Background: an optimization exercise with open tools, aiming at small area. Do not read the settings as production practice.
Where RTL was checked, it was by simulation tests only, not by an equivalence proof against the original.
No activity file was given, so power comes from the tool's default toggle rates.

==> flow/design.v (excerpt) <==
module Median_Filter #(
    parameter WIDTH  = 32,
    parameter HEIGHT = 24
)(
    output wire [7:0] median_pixel,
    output wire       out_valid,
    input  wire [7:0] pixel_in,
    input  wire       in_valid,
    input  wire       rst,
    input  wire       clk
);
    localparam N = 2 * WIDTH + 3;
    reg  [7:0] sr [0:N-1];
    integer i;
    always @(posedge clk)
        if (in_valid) begin
            sr[0] <= pixel_in;
            for (i = 1; i < N; i = i + 1) sr[i] <= sr[i-1];
        end
    reg  [$clog2(WIDTH)-1:0]  col;
    reg  [$clog2(HEIGHT)-1:0] row;
    reg                       primed;    
    reg                       valid0, valid1, valid2;
    wire last_col = (col == WIDTH - 1);
    always @(posedge clk) begin
        if (rst) begin
            col    <= 0;
            row    <= 0;
            primed <= 1'b0;
            valid0 <= 1'b0;
            valid1 <= 1'b0;
            valid2 <= 1'b0;
        end else begin
            valid0 <= in_valid & primed;
            valid1 <= valid0;
            valid2 <= valid1;
            if (in_valid) begin
                col <= col + 1'b1;
                if (last_col) row <= (row == HEIGHT - 1) ? 0 : row + 1'b1;
                if (row == 1 && col == 0) primed <= 1'b1;
            end
        end
    end
    wire r0 = (row == 0);
    wire r1 = (row == 1);
    wire r2 = (row == 2);
    wire c0 = (col == 0);
    wire c1 = (col == 1);
    wire ptop = r1;
    wire pbot = r0;
    wire [7:0] qa = sr[2*WIDTH-1], qb = sr[WIDTH-1], qc = pixel_in;
    wire le_ab, le_bc, le_ac;
    Le_8bits Cab(.le(le_ab), .a(qa), .b(qb));
    Le_8bits Cbc(.le(le_bc), .a(qb), .b(qc));
    Le_8bits Cac(.le(le_ac), .a(qa), .b(qc));
    wire qxab = ptop | le_ab;
    wire qxbc = ~pbot & le_bc;
    wire qxac = ptop | (~pbot & le_ac);
    reg  [2:0] rx, mx, lx;
    always @(posedge clk)
        if (in_valid) begin
            rx <= {~(qxab ^ qxbc), qxab ^ qxac, qxab};
            mx <= rx;
            lx <= mx;
        end
    reg lmask, rmask, wtop, wbot;
    always @(posedge clk)
        if (in_valid) begin
            lmask <= c1;                
            rmask <= c0;                
            wtop  <= c0 ? r2 : r1;      
            wbot  <= c0 ? r1 : r0;      
        end
  ...
Size in the first run: ~1200 cells after synthesis, ~600 flip-flops, roughly 20 I/O pins.
Settings: LEC_CHECK=0, CAP_MARGIN=20, CORE_MARGIN=2, CORE_UTILIZATION=40, SLEW_MARGIN=20; clock period 2.8 ns.
run.sh (not shown) runs the stock make flow with config.mk's settings and CLKGATE_MAP_FILE= SYNTH_SCRIPT=/design/flow/synth_recipe.tcl, a recipe that flattens the netlist after the stock synthesis.
The starting point finished but fails on setup timing.
Next try:
- CORE_UTILIZATION: 40 -> 65
The changed run finished but fails on setup timing.
Count of clock-buffer cells in the layout falls by 3.
Synthesized area stays the same.
Flip-flop and latch count is unchanged.
Total power falls by 2.9%.
No run of this note included a check of the RTL's function; only the layout flow was run.

---

P:
The RTL this note starts from:
==> flow/design.v <==
module Order3(
    output wire [2:0] sel_min,    
    output wire [2:0] sel_mid,
    output wire [2:0] sel_max,
    input  wire       xab, xbc, xac
);
    assign sel_min = { ~xac & ~xbc,  ~xab &  xbc,  xab &  xac };
    assign sel_max = {  xac &  xbc,   xab & ~xbc, ~xab & ~xac };
    assign sel_mid = {  xac ^  xbc, ~(xab ^ xbc),  xab ^  xac };
endmodule
module Ascending_Sorter_3inputs_8bits(
    output wire [2:0] sel_min,    
    output wire [2:0] sel_mid,
    output wire [2:0] sel_max,
    input  wire       xab, ma, mb
);
    assign sel_min = { xab ? ma : mb, ~xab & ~mb,  xab & ~ma };
    assign sel_max = { xab ? mb : ma,  xab & ~mb, ~xab & ~ma };
    assign sel_mid = { ~ma & ~mb,      mb,         ma        };
endmodule
module Le_8bits(output wire le, input wire [7:0] a, input wire [7:0] b);
    wire [3:0] l2, g2;
    wire [1:0] l4, g4;
    genvar i;
    generate
        for (i = 0; i < 4; i = i + 1) begin : t2
            assign l2[i] = (~a[2*i+1] & b[2*i+1]) | (~a[2*i+1] & ~a[2*i] & b[2*i]) | (b[2*i+1] & ~a[2*i] & b[2*i]);
            assign g2[i] = (a[2*i+1] & ~b[2*i+1]) | (a[2*i+1] & a[2*i] & ~b[2*i]) | (~b[2*i+1] & a[2*i] & ~b[2*i]);
        end
        for (i = 0; i < 2; i = i + 1) begin : t4
            assign l4[i] = l2[2*i+1] | (~g2[2*i+1] & l2[2*i]);
            assign g4[i] = g2[2*i+1] | (~l2[2*i+1] & g2[2*i]);
        end
    endgenerate
    assign le = ~(g4[1] | (~l4[1] & g4[0]));
endmodule
module Sel3_8bits(output wire [7:0] y, input wire [2:0] s,
                  input wire [7:0] a, input wire [7:0] b, input wire [7:0] c);
    assign y = ({8{s[0]}} & a) | ({8{s[1]}} & b) | ({8{s[2]}} & c);
endmodule
module Median_Finder_9inputs_8bits(
    output wire [7:0] med,
    input  wire [7:0] x, y, z
);
    wire xy, yz, xz;
    wire [2:0] smin, smid, smax;
    Le_8bits Cxy(.le(xy), .a(x), .b(y));
    Le_8bits Cyz(.le(yz), .a(y), .b(z));
    Le_8bits Cxz(.le(xz), .a(x), .b(z));
    Order3 Ord(.sel_min(smin), .sel_mid(smid), .sel_max(smax),
                     .xab(xy), .xbc(yz), .xac(xz));
    Sel3_8bits Mux(.y(med), .s(smid), .a(x), .b(y), .c(z));
endmodule
module Median_Filter #(
    parameter WIDTH  = 32,
    parameter HEIGHT = 24
)(
    output wire [7:0] median_pixel,
    output wire       out_valid,
    input  wire [7:0] pixel_in,
    input  wire       in_valid,
    input  wire       rst,
    input  wire       clk
);
    localparam N = 2 * WIDTH + 1;
    reg  [7:0] sr [0:N-1];
    integer i;
    always @(posedge clk)
        if (in_valid) begin
            sr[0] <= pixel_in;
            for (i = 1; i < N; i = i + 1) sr[i] <= sr[i-1];
        end
    reg  [$clog2(WIDTH)-1:0]  col;
    reg  [$clog2(HEIGHT)-1:0] row;
    reg                       primed;    
    reg                       valid0, valid1, valid2, valid3;
    wire last_col = (col == WIDTH - 1);
    always @(posedge clk) begin
        if (rst) begin
            col    <= 0;
            row    <= 0;
            primed <= 1'b0;
            valid0 <= 1'b0;
            valid1 <= 1'b0;
            valid2 <= 1'b0;
            valid3 <= 1'b0;
        end else begin
            valid0 <= in_valid & primed;
            valid1 <= valid0;
            valid2 <= valid1;
            valid3 <= valid2;
            if (in_valid) begin
                col <= col + 1'b1;
                if (last_col) row <= (row == HEIGHT - 1) ? 0 : row + 1'b1;
                if (row == 1 && col == 0) primed <= 1'b1;
            end
        end
    end
    wire ntop = (row == 1);
    wire nbot = (row == 0);
    wire [7:0] na = sr[2*WIDTH-1], nb = sr[WIDTH-1], nc = pixel_in;
    wire le_ab, le_bc, le_ac;
    Le_8bits Cab(.le(le_ab), .a(na), .b(nb));
    Le_8bits Cbc(.le(le_bc), .a(nb), .b(nc));
    Le_8bits Cac(.le(le_ac), .a(na), .b(nc));
    wire nxab = ntop | le_ab;
    wire nxbc = ~nbot & le_bc;
    wire nxac = ntop | (~nbot & le_ac);
    reg ptop, pbot, moved;
    reg [2:0] qx;
    always @(posedge clk) begin
        if (in_valid) begin
            ptop <= ntop;
            pbot <= nbot;
            qx   <= {~(nxab ^ nxbc), nxab ^ nxac, nxab};
        end
        moved <= in_valid;
    end
    wire [7:0] qa = sr[2*WIDTH], qb = sr[WIDTH], qc = sr[0];
    wire [2:0] qs_min, qs_mid, qs_max;
    Ascending_Sorter_3inputs_8bits OQ(.sel_min(qs_min), .sel_mid(qs_mid), .sel_max(qs_max),
                                      .xab(qx[0]), .ma(qx[1]), .mb(qx[2]));
    wire [7:0] q_min, q_mid, q_max;
    Sel3_8bits SQn(.y(q_min), .s(qs_min & {~pbot, 1'b1, ~ptop}), .a(qa), .b(qb), .c(qc));
    Sel3_8bits SQd(.y(q_mid), .s(qs_mid), .a(qa), .b(qb), .c(qc));
    Sel3_8bits SQx(.y(q_max), .s(qs_max), .a(qa), .b(qb), .c(qc));
    reg [7:0] r_min, r_mid, r_max, m_min, m_mid, m_max, l_min, l_mid, l_max;
    always @(posedge clk) begin
        r_min <= q_min;  r_mid <= q_mid;  r_max <= q_max;
        if (moved) begin
            m_min <= r_min;  m_mid <= r_mid;  m_max <= r_max;
            l_min <= m_min;  l_mid <= m_mid;  l_max <= m_max;
        end
    end
    reg lmask, rmask;
    always @(posedge clk) begin
        lmask <= (col == 2);            
        rmask <= (col == 1);            
    end
    wire n_mr_d, n_lr_d, d_mr_d, d_lr_d, x_mr_d, x_lr_d;
    Le_8bits Cn1(.le(n_mr_d), .a(r_min), .b(q_min));
    Le_8bits Cn2(.le(n_lr_d), .a(m_min), .b(q_min));
    Le_8bits Cd1(.le(d_mr_d), .a(r_mid), .b(q_mid));
    Le_8bits Cd2(.le(d_lr_d), .a(m_mid), .b(q_mid));
    Le_8bits Cx1(.le(x_mr_d), .a(r_max), .b(q_max));
    Le_8bits Cx2(.le(x_lr_d), .a(m_max), .b(q_max));
    reg n_lm, d_lm, x_lm, n_mr, d_mr, x_mr, n_lr, d_lr, x_lr;
    always @(posedge clk)
        if (moved) begin
            n_lm <= n_mr;    d_lm <= d_mr;    x_lm <= x_mr;
            n_mr <= n_mr_d;  d_mr <= d_mr_d;  x_mr <= x_mr_d;
            n_lr <= n_lr_d;  d_lr <= d_lr_d;  x_lr <= x_lr_d;
        end
    wire [2:0] nmin, nmid, nmax, dmin, dmid, dmax, xmin, xmid, xmax;
    Order3 ON(.sel_min(nmin), .sel_mid(nmid), .sel_max(nmax),
        .xab(lmask | n_lm), .xbc(~rmask & n_mr), .xac(lmask | (~rmask & n_lr)));
    Order3 OD(.sel_min(dmin), .sel_mid(dmid), .sel_max(dmax),
        .xab(lmask | d_lm), .xbc(~rmask & d_mr), .xac(lmask | (~rmask & d_lr)));
    Order3 OX(.sel_min(xmin), .sel_mid(xmid), .sel_max(xmax),
        .xab(lmask | x_lm), .xbc(~rmask & x_mr), .xac(lmask | (~rmask & x_lr)));
    wire [7:0] max_of_min, mid_of_mid, min_of_max;
    Sel3_8bits SN(.y(max_of_min), .s(nmax), .a(l_min), .b(m_min), .c(r_min));
    Sel3_8bits SD(.y(mid_of_mid), .s(dmid), .a(l_mid), .b(m_mid), .c(r_mid));
    Sel3_8bits SX(.y(min_of_max), .s(xmin & {~rmask, 1'b1, ~lmask}),
                  .a(l_max), .b(m_max), .c(r_max));
    reg [7:0] s_x, s_y, s_z;
    always @(posedge clk) begin
        s_x <= max_of_min;
        s_y <= mid_of_mid;
        s_z <= min_of_max;
    end
    wire [7:0] med;
    Median_Finder_9inputs_8bits Kernel(.med(med), .x(s_x), .y(s_y), .z(s_z));
    reg [7:0] med_q;
    always @(posedge clk) med_q <= med;
    assign median_pixel = med_q;
    assign out_valid    = valid3;
endmodule
clock: 2.8 ns
lec_check: 0
cap_margin: 20
core_margin: 2
core_utilization: 60
cts_buf_list: sky130_fd_sc_hd__clkbuf_16
cts_cluster_diameter: 60
cts_cluster_size: 25
slew_margin: 20
standard.sh (not shown) runs the stock make flow with config.mk's settings and CLKGATE_MAP_FILE= SYNTH_SCRIPT=/design/flow/synth_recipe.tcl, a recipe that flattens the netlist after the stock synthesis.
==> flow/flow/run.sh <==
#!/bin/bash
# The standard layout (standard.sh) with two changes: every port still gets
# its own buffer, but a plain buf_1; and clock tree synthesis clusters the
# flip-flops under clkbuf_8 leaf buffers and adds no dummy loads. The make
# output goes to standard.log; each tool's own log is under orfs/logs/.
set -euo pipefail
export BUFFER_PORTS_ARGS="-buffer_cell sky130_fd_sc_hd__buf_1"
export CTS_ARGS="-sink_clustering_enable -repair_clock_nets -sink_clustering_size 18 -sink_clustering_max_diameter 50 -sink_clustering_buffer sky130_fd_sc_hd__clkbuf_8 -buf_list sky130_fd_sc_hd__clkbuf_16 -dont_use_dummy_load"
bash standard.sh > standard.log 2>&1
Inputs modified between P and Q:
Settings: clearing CTS_CLUSTER_DIAMETER, which used to be 60; clearing CTS_CLUSTER_SIZE, which used to be 25; clearing CTS_BUF_LIST, which used to be sky130_fd_sc_hd__clkbuf_16.
==> flow/flow/run.sh <==
#!/bin/bash
# The standard layout (standard.sh) with these changes: every port still
# gets its own buffer, but a plain buf_1; clock tree synthesis clusters the
# flip-flops under clkbuf_8 leaf buffers and adds no dummy loads; after global
# routing the resizer downsizes gates on paths with slack to spare (ORFS's
# RECOVER_POWER step), and flow/post_grt.tcl then repairs slew and
# capacitance again. The make output goes to standard.log; each tool's own
# log is under orfs/logs/.
set -euo pipefail
export BUFFER_PORTS_ARGS="-buffer_cell sky130_fd_sc_hd__buf_1"
export CTS_ARGS="-sink_clustering_enable -repair_clock_nets -sink_clustering_size 18 -sink_clustering_max_diameter 50 -sink_clustering_buffer sky130_fd_sc_hd__clkbuf_8 -buf_list sky130_fd_sc_hd__clkbuf_16 -dont_use_dummy_load"
export RECOVER_POWER=100
export POST_GLOBAL_ROUTE_TCL="$PWD/flow/post_grt.tcl"
bash standard.sh > standard.log 2>&1
==> flow/flow/post_grt.tcl (new file) <==
# Run after ORFS's global route step, which ends with its RECOVER_POWER
# downsizing: repair any slew or capacitance the downsizing broke, then
# legalise, reroute the changed nets and write the route guides again.
global_route -start_incremental
repair_design -verbose -slew_margin 20 -cap_margin 20
detailed_placement
global_route -end_incremental
estimate_parasitics -global_routing
write_guides $::env(RESULTS_DIR)/route.guide
## What came out
From P to Q the numbers moved as follows: number of synthesized flops with an enable pin flat, number of sequential storage elements flat, wire length on met3 up about 2.2%, sequential power share flat, combinational power flat. Post-route minimum period was lower in the run labelled P. Status: clock network area share parity (Q, P). Delta (Q minus P): portion of the clock cycle consumed by the worst path in the final layout climbed 0.15 points; maximum VDD drop down about 0.4%. Q: no failed stages, no open violations at the end.
What R does differently from Q at the input level:
Settings: GPL_TIMING_DRIVEN now 0, previously not set; CORE_UTILIZATION now 65, was 60.
==> flow/flow/run.sh <==
#!/bin/bash
# The standard layout (standard.sh), with clock tree synthesis told to
# cluster the flip-flops under clkbuf_8 leaf buffers and not to add dummy
# loads. The make output goes to standard.log; each tool's own log is under
# orfs/logs/.
set -euo pipefail
export CTS_ARGS="-sink_clustering_enable -repair_clock_nets -sink_clustering_size 18 -sink_clustering_max_diameter 50 -sink_clustering_buffer sky130_fd_sc_hd__clkbuf_8 -buf_list sky130_fd_sc_hd__clkbuf_16 -dont_use_dummy_load"
bash standard.sh > standard.log 2>&1
removed: flow/flow/post_grt.tcl
Results
- R reached the final stage; the timing, design-rule and antenna checks on its layout passed.
- Route | R vs Q | wire shorter in R
- Run comparison: R critical path endpoint x_lr; Q critical path endpoint n_mr
- Per the comparison of R with Q, worst setup slack went down 92 ps; proportion of final cell area spent on non-clock buffers went up; global-route wire length before repair lost about 1.5%; cell count after placement fell about 2.3%.
- Number of vias after detailed routing of R is on par with Q.

---

## job 4513
RTL: the design.v shown in full above, as it stands there.
clock: 2.8 ns
lec_check: 0
cap_margin: 20
core_margin: 2
core_utilization: 80
cts_buf_list: sky130_fd_sc_hd__clkbuf_16
cts_cluster_diameter: 60
cts_cluster_size: 25
slew_margin: 20
run.sh (not shown) runs the stock make flow with config.mk's settings and CLKGATE_MAP_FILE= SYNTH_SCRIPT=/design/flow/synth_recipe.tcl, a recipe that flattens the netlist after the stock synthesis.
Stock flow here: none of the scripts above is used.
The flow ended early for job 4513: it failed with a tool error in clock tree synthesis.
diff inputs: job 4513 => job 7043
# job 4513
export LEC_CHECK = 0
export CAP_MARGIN = 20
export CORE_MARGIN = 2
export CORE_UTILIZATION = 80
export CTS_BUF_LIST = sky130_fd_sc_hd__clkbuf_16
export CTS_CLUSTER_DIAMETER = 60
export CTS_CLUSTER_SIZE = 25
export SLEW_MARGIN = 20
create_clock -name core_clock -period 2.8 [get_ports {clk}]
# job 7043
export LEC_CHECK = 0
export CAP_MARGIN = 20
export CORE_MARGIN = 2
export CORE_UTILIZATION = 65
export CTS_BUF_LIST = sky130_fd_sc_hd__clkbuf_16
export CTS_CLUSTER_DIAMETER = 60
export CTS_CLUSTER_SIZE = 25
export SLEW_MARGIN = 20
create_clock -name core_clock -period 2.8 [get_ports {clk}]
==> flow/flow/run.sh (new file) <==
#!/bin/bash
# The standard layout (standard.sh), with clock tree synthesis told to
# cluster the flip-flops under clkbuf_8 leaf buffers and not to add dummy
# loads. The make output goes to standard.log; each tool's own log is under
# orfs/logs/.
set -euo pipefail
export CTS_ARGS="-sink_clustering_enable -repair_clock_nets -sink_clustering_size 18 -sink_clustering_max_diameter 50 -sink_clustering_buffer sky130_fd_sc_hd__clkbuf_8 -buf_list sky130_fd_sc_hd__clkbuf_16 -dont_use_dummy_load"
bash standard.sh > standard.log 2>&1
==> flow/standard.sh (new file) <==
#!/bin/bash
# synth_recipe.tcl (not shown) runs the flow's synth.tcl, then flattens the netlist and writes it again
# the make line also repeats each setting of config.mk as NAME=value (left out here)
make -C /OpenROAD-flow-scripts/flow DESIGN_CONFIG=/design/flow/config.mk WORK_HOME=/design/flow/orfs CLKGATE_MAP_FILE= SYNTH_SCRIPT=/design/flow/synth_recipe.tcl "${@:-finish}"
removed: flow/run.sh
==> notes.md <==
- Job 7043 finished every step from synthesis to the final layout, and the layout passed the timing, design-rule and antenna checks.
- Taking job 4513 as the reference, in job 7043 die extent in x moved up; number of buffers inserted during clock tree synthesis moved up; area share of and/or/nand/nor cells after synthesis about even; number of enable-type register cells in the synthesized netlist about even; worst setup timing slack at the placement stage grew by 0.24 ns.
- Changes observed in job 7043 relative to job 4513: cell row count increased by 7 relative to the old numbers, distinct cell type count of the synthesized netlist closely matched the old numbers, synthesized-area fraction occupied by xor and xnor cells closely matched the old numbers.
## Diff of input files: job 9299 against job 7043
==> flow/flow/run.sh <==
#!/bin/bash
# The standard layout (standard.sh) with two changes: every port still gets
# its own buffer, but a plain buf_1; and clock tree synthesis clusters the
# flip-flops under clkbuf_4 leaf buffers and adds no dummy loads. The make
# output goes to standard.log; each tool's own log is under orfs/logs/.
set -euo pipefail
export BUFFER_PORTS_ARGS="-buffer_cell sky130_fd_sc_hd__buf_1"
export CTS_ARGS="-sink_clustering_enable -repair_clock_nets -sink_clustering_size 10 -sink_clustering_max_diameter 35 -sink_clustering_buffer sky130_fd_sc_hd__clkbuf_4 -buf_list sky130_fd_sc_hd__clkbuf_16 -dont_use_dummy_load"
bash standard.sh > standard.log 2>&1
Looking at job 7043 and job 9299, the cell area is a wash.
Total via count after detailed routing in job 9299 is 2.9% higher than in job 7043
Worst hold path stage count: job 9299 vs job 7043 up 1
Global-route usage (higher): job 9299
Final critical-path setup slack: job 9299 better than job 7043
### job 9299 -> job 8145
# job 9299
export LEC_CHECK = 0
export CAP_MARGIN = 20
export CORE_MARGIN = 2
export CORE_UTILIZATION = 65
export CTS_BUF_LIST = sky130_fd_sc_hd__clkbuf_16
export CTS_CLUSTER_DIAMETER = 60
export CTS_CLUSTER_SIZE = 25
export SLEW_MARGIN = 20
create_clock -name core_clock -period 2.8 [get_ports {clk}]
# job 8145
export LEC_CHECK = 0
export CAP_MARGIN = 20
export CORE_MARGIN = 2
export CORE_UTILIZATION = 70
export GPL_TIMING_DRIVEN = 0
export SLEW_MARGIN = 20
create_clock -name core_clock -period 2.8 [get_ports {clk}]
==> flow/flow/run.sh <==
#!/bin/bash
# The standard layout (standard.sh), with clock tree synthesis told not to
# add dummy loads. The make output goes to standard.log; each tool's own log
# is under orfs/logs/.
set -euo pipefail
export CTS_ARGS="-sink_clustering_enable -repair_clock_nets -sink_clustering_size 25 -sink_clustering_max_diameter 60 -buf_list sky130_fd_sc_hd__clkbuf_16 -dont_use_dummy_load"
bash standard.sh > standard.log 2>&1
==> comparison <==
The flow ran to completion for all of job 8145 and job 9299 but job 8145, which stopped partway. Job 8145 did not finish; a tool error ended it in detailed placement. Between job 9299 and job 8145, starting density of the core increased. Overall die width (job 8145 over job 9299): decrease, 6.7 um. When the final numbers for job 8145 and job 9299 were put side by side, the count of standard-cell rows turned out to be greater in job 9299. Share of synthesized area occupied by flip-flops and latches: job 8145 vs job 9299 identical. Routability congestion estimate from global placement is higher on job 9299.

==> port drivers added, routing unchanged <==
How much do the figures lean on ideal ports? The routed layouts below were timed once more, with nothing changed but the port constraints. Step 1 (the two cells are an assumption about what drives the block):
set clk [get_ports {clk}]
set_driving_cell -lib_cell sky130_fd_sc_hd__clkbuf_16 $clk
set_driving_cell -lib_cell sky130_fd_sc_hd__buf_2 [delete_from_list [all_inputs] $clk]
Step 2 moves the port delays by t, midway between the first and last clock arrival at a register: inputs arrive t later, outputs are due t later. That takes back most of the time a late clock gives input paths. Three values: no drivers, after step 1, after step 2; two values: the first two.
run	shift t [ns]	setup slack, ns	hold slack, ns	worst setup path at the end	worst register clock-pin slew, ns
the first run of note 1	0.667	-0.291 / -0.291 / -0.516	0.370 / 0.354 / 0.405	input to register	0.06 / 0.06
the second run of note 1	0.649	-0.257 / -0.257 / -0.774	0.348 / 0.337 / 0.395	input to register	0.07 / 0.07
P	0.589	0.131 / 0.131 / 0.043	0.263 / 0.266 / 0.392	input to register	0.10 / 0.10
Q	0.588	0.127 / 0.127 / 0.045	0.265 / 0.267 / 0.392	input to register	0.10 / 0.10
R	0.588	0.035 / 0.035 / -0.326	0.398 / 0.398 / 0.398	input to register	0.10 / 0.10
job 7043	0.565	0.103 / 0.103 / -0.243	0.397 / 0.397 / 0.397	input to register	0.10 / 0.10
job 9299	0.593	0.147 / 0.147 / 0.059	0.236 / 0.236 / 0.389	input to register	0.11 / 0.11
Met with ideal ports but missed after step 2: setup timing in R and job 7043. For the second run of note 1, which loses most, drivers alone change the setup slack by 0.000 ns; drivers and shift together by -0.517 ns.
